From an optimization exercise on the open Yosys and OpenROAD flow, aimed at small area and a short achievable clock period; shortcuts taken in it are not production practice. Power figures rest on the tool's default switching activity, not on a simulated workload.

Design calc_top, start of the top module:
module calc_top (
   input              clk,
   input              rst,
   input      [15:0]  data_x,
   input      [1:0]   KEY,
   input      [6:0]   SW,
   output     [7:0]   HEX0,
   output     [7:0]   HEX1,
   output     [7:0]   HEX2,
   output     [7:0]   HEX3,
   output     [7:0]   HEX4,
   output     [7:0]   HEX5,
   output     [1:0]   LEDR
   );
==> module calc_top, before the edit <==
module calc_top (
   input              clk,
   input              rst,
   input      [15:0]  data_x,
   input      [1:0]   KEY,
   input      [6:0]   SW,
   output     [7:0]   HEX0,
   output     [7:0]   HEX1,
   output     [7:0]   HEX2,
   output     [7:0]   HEX3,
   output     [7:0]   HEX4,
   output     [7:0]   HEX5,
   output     [1:0]   LEDR
   );
reg [6:0] cnt;
wire strobe = (cnt == 7'd99);
always @(posedge clk) cnt <= rst ? 7'd0 : cnt + 7'd1;
reg [13:0] n1;                  
reg [14*15-1:0] ring;           
reg [3:0]  q;                   
reg        pend;                
reg        acc;                 
reg [13:0] sa;                  
reg [11:0] sb;                  
reg [9:0]  f2, f4, f16;         
wire q_first = (q == 4'b0001);
wire q_last  = (q == 4'b1000);  
wire q_b     = (q == 4'b1110) | (q == 4'b1100) | q_last;    
wire ins = pend & q_first;
wire [13:0] tail = ring[14*15-1:14*14];
wire [13:0] sa_sum = sa + (strobe ? data_x[13:0] : acc ? tail : 14'd0);
wire [11:0] sb_sum = sb + (strobe ? data_x[11:0] : (acc & q_b) ? tail[11:0] : 12'd0);
always @(posedge clk) begin
   ring <= {ring[14*14-1:0], ins ? n1 : tail};
   if (!ins) q <= {q[2:0], q[3] ^ q[2] | q == 4'd0};
   pend <= strobe | (pend & ~ins);
   acc  <= ins | (acc & ~q_last);
   sa <= ins ? 14'd0 : sa_sum;
   sb <= ins ? 12'd0 : sb_sum;
   if (strobe) begin
      n1  <= data_x[13:0];
      f2  <= (data_x[10:0] + n1[10:0]) >> 1;
      f4  <= sb_sum[11:2];
      f16 <= sa_sum[13:4];
   end
end
reg [9:0] f;
always @(*) begin
   case (SW[1:0])
   2'b00: f = n1[9:0];
   2'b01: f = f2;
   2'b10: f = f4;
   default: f = f16;
   endcase
end
reg kn0, kn1, reset_edge, load_edge, state;
reg [9:0] op1, op2;
always @(posedge clk) begin
   kn0 <= ~KEY[0];
   kn1 <= ~KEY[1];
   reset_edge <= ~KEY[0] & ~kn0;
   load_edge  <= ~KEY[1] & ~kn1;
   if (reset_edge) state <= 1'b0;
   else if (load_edge) state <= ~state;
   if (load_edge & ~state) op1 <= f;
   if (load_edge &  state) op2 <= f;
end
assign LEDR = (reset_edge | ~state) ? 2'b01 : 2'b10;
wire [9:0] sum_v = op1 + op2;
wire [9:0] dif_v = op1 - op2;
reg [9:0] v;
reg nothing;
always @(*) begin
   nothing = 1'b0;
   case (SW[6:2])
   5'b00001: v = f;
   5'b00010: v = op1;
   5'b00100: v = op2;
   5'b01000: v = sum_v;
   5'b10000: v = dif_v;
   default: begin v = 10'd0; nothing = 1'b1; end
   endcase
end
wire neg = v[9];
wire [9:0] a = neg ? -v : v;
reg [2:0] h;
reg [6:0] r;
always @(*) begin
   if (a >= 10'd500)      begin h = 3'd5; r = a - 10'd500; end
   else if (a >= 10'd400) begin h = 3'd4; r = a - 10'd400; end
   else if (a >= 10'd300) begin h = 3'd3; r = a - 10'd300; end
   else if (a >= 10'd200) begin h = 3'd2; r = a - 10'd200; end
   else if (a >= 10'd100) begin h = 3'd1; r = a - 10'd100; end
   else                   begin h = 3'd0; r = a[6:0]; end
end
wire [3:0] t = r / 7'd10;
wire [3:0] o = r % 7'd10;
function [6:0] seg;
   input [3:0] d;
   case (d)
   4'd0: seg = 7'h40;
   4'd1: seg = 7'h79;
   4'd2: seg = 7'h24;
   4'd3: seg = 7'h30;
   4'd4: seg = 7'h19;
   4'd5: seg = 7'h12;
   4'd6: seg = 7'h02;
   4'd7: seg = 7'h78;
   4'd8: seg = 7'h00;
   default: seg = 7'h10;
   endcase
endfunction
reg [12:0] bcnt;
always @(posedge clk) bcnt <= (rst || bcnt == 13'd4400) ? 13'd0 : bcnt + 13'd1;
wire dash = (bcnt <= 13'd2200);
wire [6:0] blank = dash ? 7'h3f : 7'h7f;
assign HEX0 = {1'b1, nothing ? blank : seg(o)};
assign HEX1 = {1'b1, nothing ? blank : seg(t)};
assign HEX2 = {1'b1, nothing ? blank : seg({1'b0, h})};
assign HEX3 = {1'b1, nothing ? blank : (neg ? 7'h3f : 7'h7f)};
assign HEX4 = 8'hff;
assign HEX5 = 8'hff;
endmodule
==> flow/config.mk <==
export PLATFORM = sky130hd
export DESIGN_NAME = calc_top
export DESIGN_NICKNAME = calc_top
export VERILOG_FILES = /design/flow/design.v
export SDC_FILE = /design/flow/constraint.sdc
export NUM_CORES = 4
export LEC_CHECK = 0
export CAP_MARGIN = 20
export CORE_MARGIN = 2
export CORE_UTILIZATION = 65
export CTS_BUF_LIST = sky130_fd_sc_hd__clkbuf_16
export CTS_CLUSTER_DIAMETER = 60
export CTS_CLUSTER_SIZE = 30
export SLEW_MARGIN = 20
==> flow/constraint.sdc <==
create_clock -name core_clock -period 28.0 [get_ports {clk}]
set_input_delay 5.6000 -clock core_clock [delete_from_list [all_inputs] [get_ports {clk}]]
set_output_delay 5.6000 -clock core_clock [all_outputs]
set_load 0.01 [all_outputs]
standard.sh (not shown) runs the stock make flow with config.mk's settings and CLKGATE_MAP_FILE= SYNTH_SCRIPT=/design/flow/synth_recipe.tcl, a recipe that flattens the netlist after the stock synthesis.
==> flow/flow/run.sh <==
#!/bin/bash
# Own layout flow: the standard synthesis, then the combinational logic
# between the registers is mapped again by ABC for area (the registers,
# their names and cell types stay as the standard synthesis made them),
# then the standard layout steps from floorplan to finish.
set -euo pipefail
W=$(pwd)
R=$W/orfs/results/$FLOW_PLATFORM/calc_top/base
YOSYS=yosys
[[ -x $FLOW_HOME/../tools/install/yosys/bin/yosys ]] && YOSYS=$FLOW_HOME/../tools/install/yosys/bin/yosys

bash standard.sh synth > $W/std_synth.log 2>&1
cp $R/1_2_yosys.v $W/std_netlist.v

DONT_USE=$(make -s -C $FLOW_HOME DESIGN_CONFIG=$W/config.mk WORK_HOME=$W/orfs print-DONT_USE_CELLS | sed -n 's/^DONT_USE_CELLS: *//p' | tail -1)
LIB=$(make -s -C $FLOW_HOME DESIGN_CONFIG=$W/config.mk WORK_HOME=$W/orfs print-LIB_FILES | sed -n 's/^LIB_FILES: *//p' | tail -1)
export REMAP_IN=$W/std_netlist.v REMAP_OUT=$W/remap_netlist.v REMAP_LIB="$LIB" REMAP_DONT_USE="$DONT_USE" REMAP_TOP=$FLOW_TOP
$YOSYS -c $W/flow/remap.tcl > $W/remap.log 2>&1
cp $W/remap_netlist.v $R/1_2_yosys.v
rm -f $R/1_synth.odb $R/1_synth.sdc

bash standard.sh SETUP_SLACK_MARGIN=10 BUFFER_PORTS_ARGS="-buffer_cell sky130_fd_sc_hd__buf_2" finish > $W/layout.log 2>&1
==> flow/flow/remap.tcl <==
# Map the standard synthesis's combinational logic again, for area.
# Registers are kept as black boxes, so their instances, names and cell
# types are untouched.
yosys -import
set lib [lindex $::env(REMAP_LIB) 0]
read_liberty -ignore_miss_func -ignore_miss_dir $lib
read_verilog $::env(REMAP_IN)
hierarchy -top $::env(REMAP_TOP)
setattr -mod -set blackbox 1 sky130_fd_sc_hd__*df*
flatten
opt_clean -purge
tee -o remap_before.txt stat
set du {}
foreach c $::env(REMAP_DONT_USE) { lappend du -dont_use $c }
abc -liberty $lib {*}$du -script "+strash;ifraig;dc2;irw;dc2;dch,-f;amap;topo;dnsize"
opt_clean -purge
hilomap -singleton -hicell sky130_fd_sc_hd__conb_1 HI -locell sky130_fd_sc_hd__conb_1 LO
setundef -zero
splitnets
opt_clean -purge
insbuf -buf sky130_fd_sc_hd__buf_4 A X
read_liberty -lib -ignore_miss_func -ignore_miss_dir $lib
hierarchy -top $::env(REMAP_TOP)
tee -o remap_stat.txt stat -liberty $lib
check -assert
write_verilog -noattr -nohex -nodec $::env(REMAP_OUT)
Rerun with:
--- a/flow/design.v
+++ b/flow/design.v
@@ -600,14 +600,15 @@
    output     [7:0]   HEX3,
    output     [7:0]   HEX4,
    output     [7:0]   HEX5,
    output     [1:0]   LEDR
    );
 reg [6:0] cnt;
-wire strobe = (cnt == 7'd99);
-always @(posedge clk) cnt <= rst ? 7'd0 : cnt + 7'd1;
+wire strobe = (cnt == 7'd46);
+always @(posedge clk)
+   cnt <= rst ? 7'd0 : {cnt[5:0], cnt[6] ^ cnt[5] ^ (cnt[5:0] == 6'd0)};
 reg [13:0] n1;                  
 reg [14*15-1:0] ring;           
 reg [3:0]  q;                   
 reg        pend;                
 reg        acc;                 
 reg [13:0] sa;                  
@@ -669,25 +670,27 @@
    5'b01000: v = sum_v;
    5'b10000: v = dif_v;
    default: begin v = 10'd0; nothing = 1'b1; end
    endcase
 end
 wire neg = v[9];
-wire [9:0] a = neg ? -v : v;
-reg [2:0] h;
-reg [6:0] r;
-always @(*) begin
-   if (a >= 10'd500)      begin h = 3'd5; r = a - 10'd500; end
-   else if (a >= 10'd400) begin h = 3'd4; r = a - 10'd400; end
-   else if (a >= 10'd300) begin h = 3'd3; r = a - 10'd300; end
-   else if (a >= 10'd200) begin h = 3'd2; r = a - 10'd200; end
-   else if (a >= 10'd100) begin h = 3'd1; r = a - 10'd100; end
-   else                   begin h = 3'd0; r = a[6:0]; end
-end
-wire [3:0] t = r / 7'd10;
-wire [3:0] o = r % 7'd10;
+wire [8:0] m = v[8:0];
+wire g1 = neg ? (m <= 9'd412) : (m >= 9'd100);
+wire g2 = neg ? (m <= 9'd312) : (m >= 9'd200);
+wire g3 = neg ? (m <= 9'd212) : (m >= 9'd300);
+wire g4 = neg ? (m <= 9'd112) : (m >= 9'd400);
+wire g5 = neg ? (m <= 9'd12)  : (m >= 9'd500);
+wire [2:0] h = g5 ? 3'd5 : g4 ? 3'd4 : g3 ? 3'd3 : g2 ? 3'd2 : g1 ? 3'd1 : 3'd0;
+wire [6:0] u = m[6:0] ^ {7{neg}};
+wire [6:0] k = (neg ? 7'd1 : 7'd0) - (g5 ? 7'd116 : g4 ? 7'd16 : g3 ? 7'd44 : g2 ? 7'd72 : g1 ? 7'd100 : 7'd0);
+wire [6:0] r = u + k;
+wire t1 = r >= 7'd10, t2 = r >= 7'd20, t3 = r >= 7'd30, t4 = r >= 7'd40, t5 = r >= 7'd50,
+     t6 = r >= 7'd60, t7 = r >= 7'd70, t8 = r >= 7'd80, t9 = r >= 7'd90;
+wire [3:0] t = t9 ? 4'd9 : t8 ? 4'd8 : t7 ? 4'd7 : t6 ? 4'd6 : t5 ? 4'd5 :
+               t4 ? 4'd4 : t3 ? 4'd3 : t2 ? 4'd2 : t1 ? 4'd1 : 4'd0;
+wire [3:0] o = r[3:0] - {t[2:0], 1'b0} - {t[0], 3'b0};    
 function [6:0] seg;
    input [3:0] d;
    case (d)
    4'd0: seg = 7'h40;
    4'd1: seg = 7'h79;
    4'd2: seg = 7'h24;
@@ -697,15 +700,20 @@
    4'd6: seg = 7'h02;
    4'd7: seg = 7'h78;
    4'd8: seg = 7'h00;
    default: seg = 7'h10;
    endcase
 endfunction
-reg [12:0] bcnt;
-always @(posedge clk) bcnt <= (rst || bcnt == 13'd4400) ? 13'd0 : bcnt + 13'd1;
-wire dash = (bcnt <= 13'd2200);
+reg        dash;
+reg [11:0] bk;
+wire bk_end = dash ? (bk == 12'd2371) : (bk == 12'd3233);
+always @(posedge clk) begin
+   if (rst) dash <= 1'b1;
+   else if (bk_end) dash <= ~dash;
+   bk <= (rst | bk_end) ? 12'd0 : {bk[10:0], ~(bk[11] ^ bk[10] ^ bk[9] ^ bk[3])};
+end
 wire [6:0] blank = dash ? 7'h3f : 7'h7f;
 assign HEX0 = {1'b1, nothing ? blank : seg(o)};
 assign HEX1 = {1'b1, nothing ? blank : seg(t)};
 assign HEX2 = {1'b1, nothing ? blank : seg({1'b0, h})};
 assign HEX3 = {1'b1, nothing ? blank : (neg ? 7'h3f : 7'h7f)};
 assign HEX4 = 8'hff;
Outcome:
- The new run passed the timing, design-rule and antenna checks
- sequential share of layout area falls by 2.3 points
- total power increases by 21%
- die area came out lower by about 2%
- synthesized cell count fell by 3.9%
- register-to-register slack improves by 620 ps
- design area came out higher by 4.3%
- routed wire length rises by about 20%
- core utilization climbs by 4.2 points
- area after synthesis decreases by about 2%
- via count rose by about 7%
- non-clock buffer count is higher by 66
- count of clock-buffer cells in the layout came out higher by 1
- global-route usage grows by 0.79 points
- first-iteration DRC count went up by 25%
Function was not checked in any run of this note: the RTL went through the layout flow alone.

## what the ideal ports hide
How much do the figures lean on ideal ports? The routed layouts below were timed once more, with nothing changed but the port constraints. Step 1: set_driving_cell puts a clkbuf_16 on clk and a buf_2 on each other input, an assumption about the parent block. Step 2 adds t to the input delays and takes it off the output delays; t is the mean of the earliest and latest rising clock arrival at the registers after step 1. Input paths then give back, and output paths get back, about the clock's delay inside the block. a / b / c = ideal / step 1 / step 2; a / b = the first two.
run | t (ns) | slack for setup (ns) | worst data-port slew with drivers (ns)
the first run | 0.554 | 10.286 / 10.262 / 10.262 | 0.05
the second run | 0.542 | 9.255 / 9.215 / 9.215 | 0.05
After both steps setup and hold are still met in every run listed. The setup slack of the second run, which loses most, moves by -0.040 ns with the drivers and by -0.040 ns with both steps.
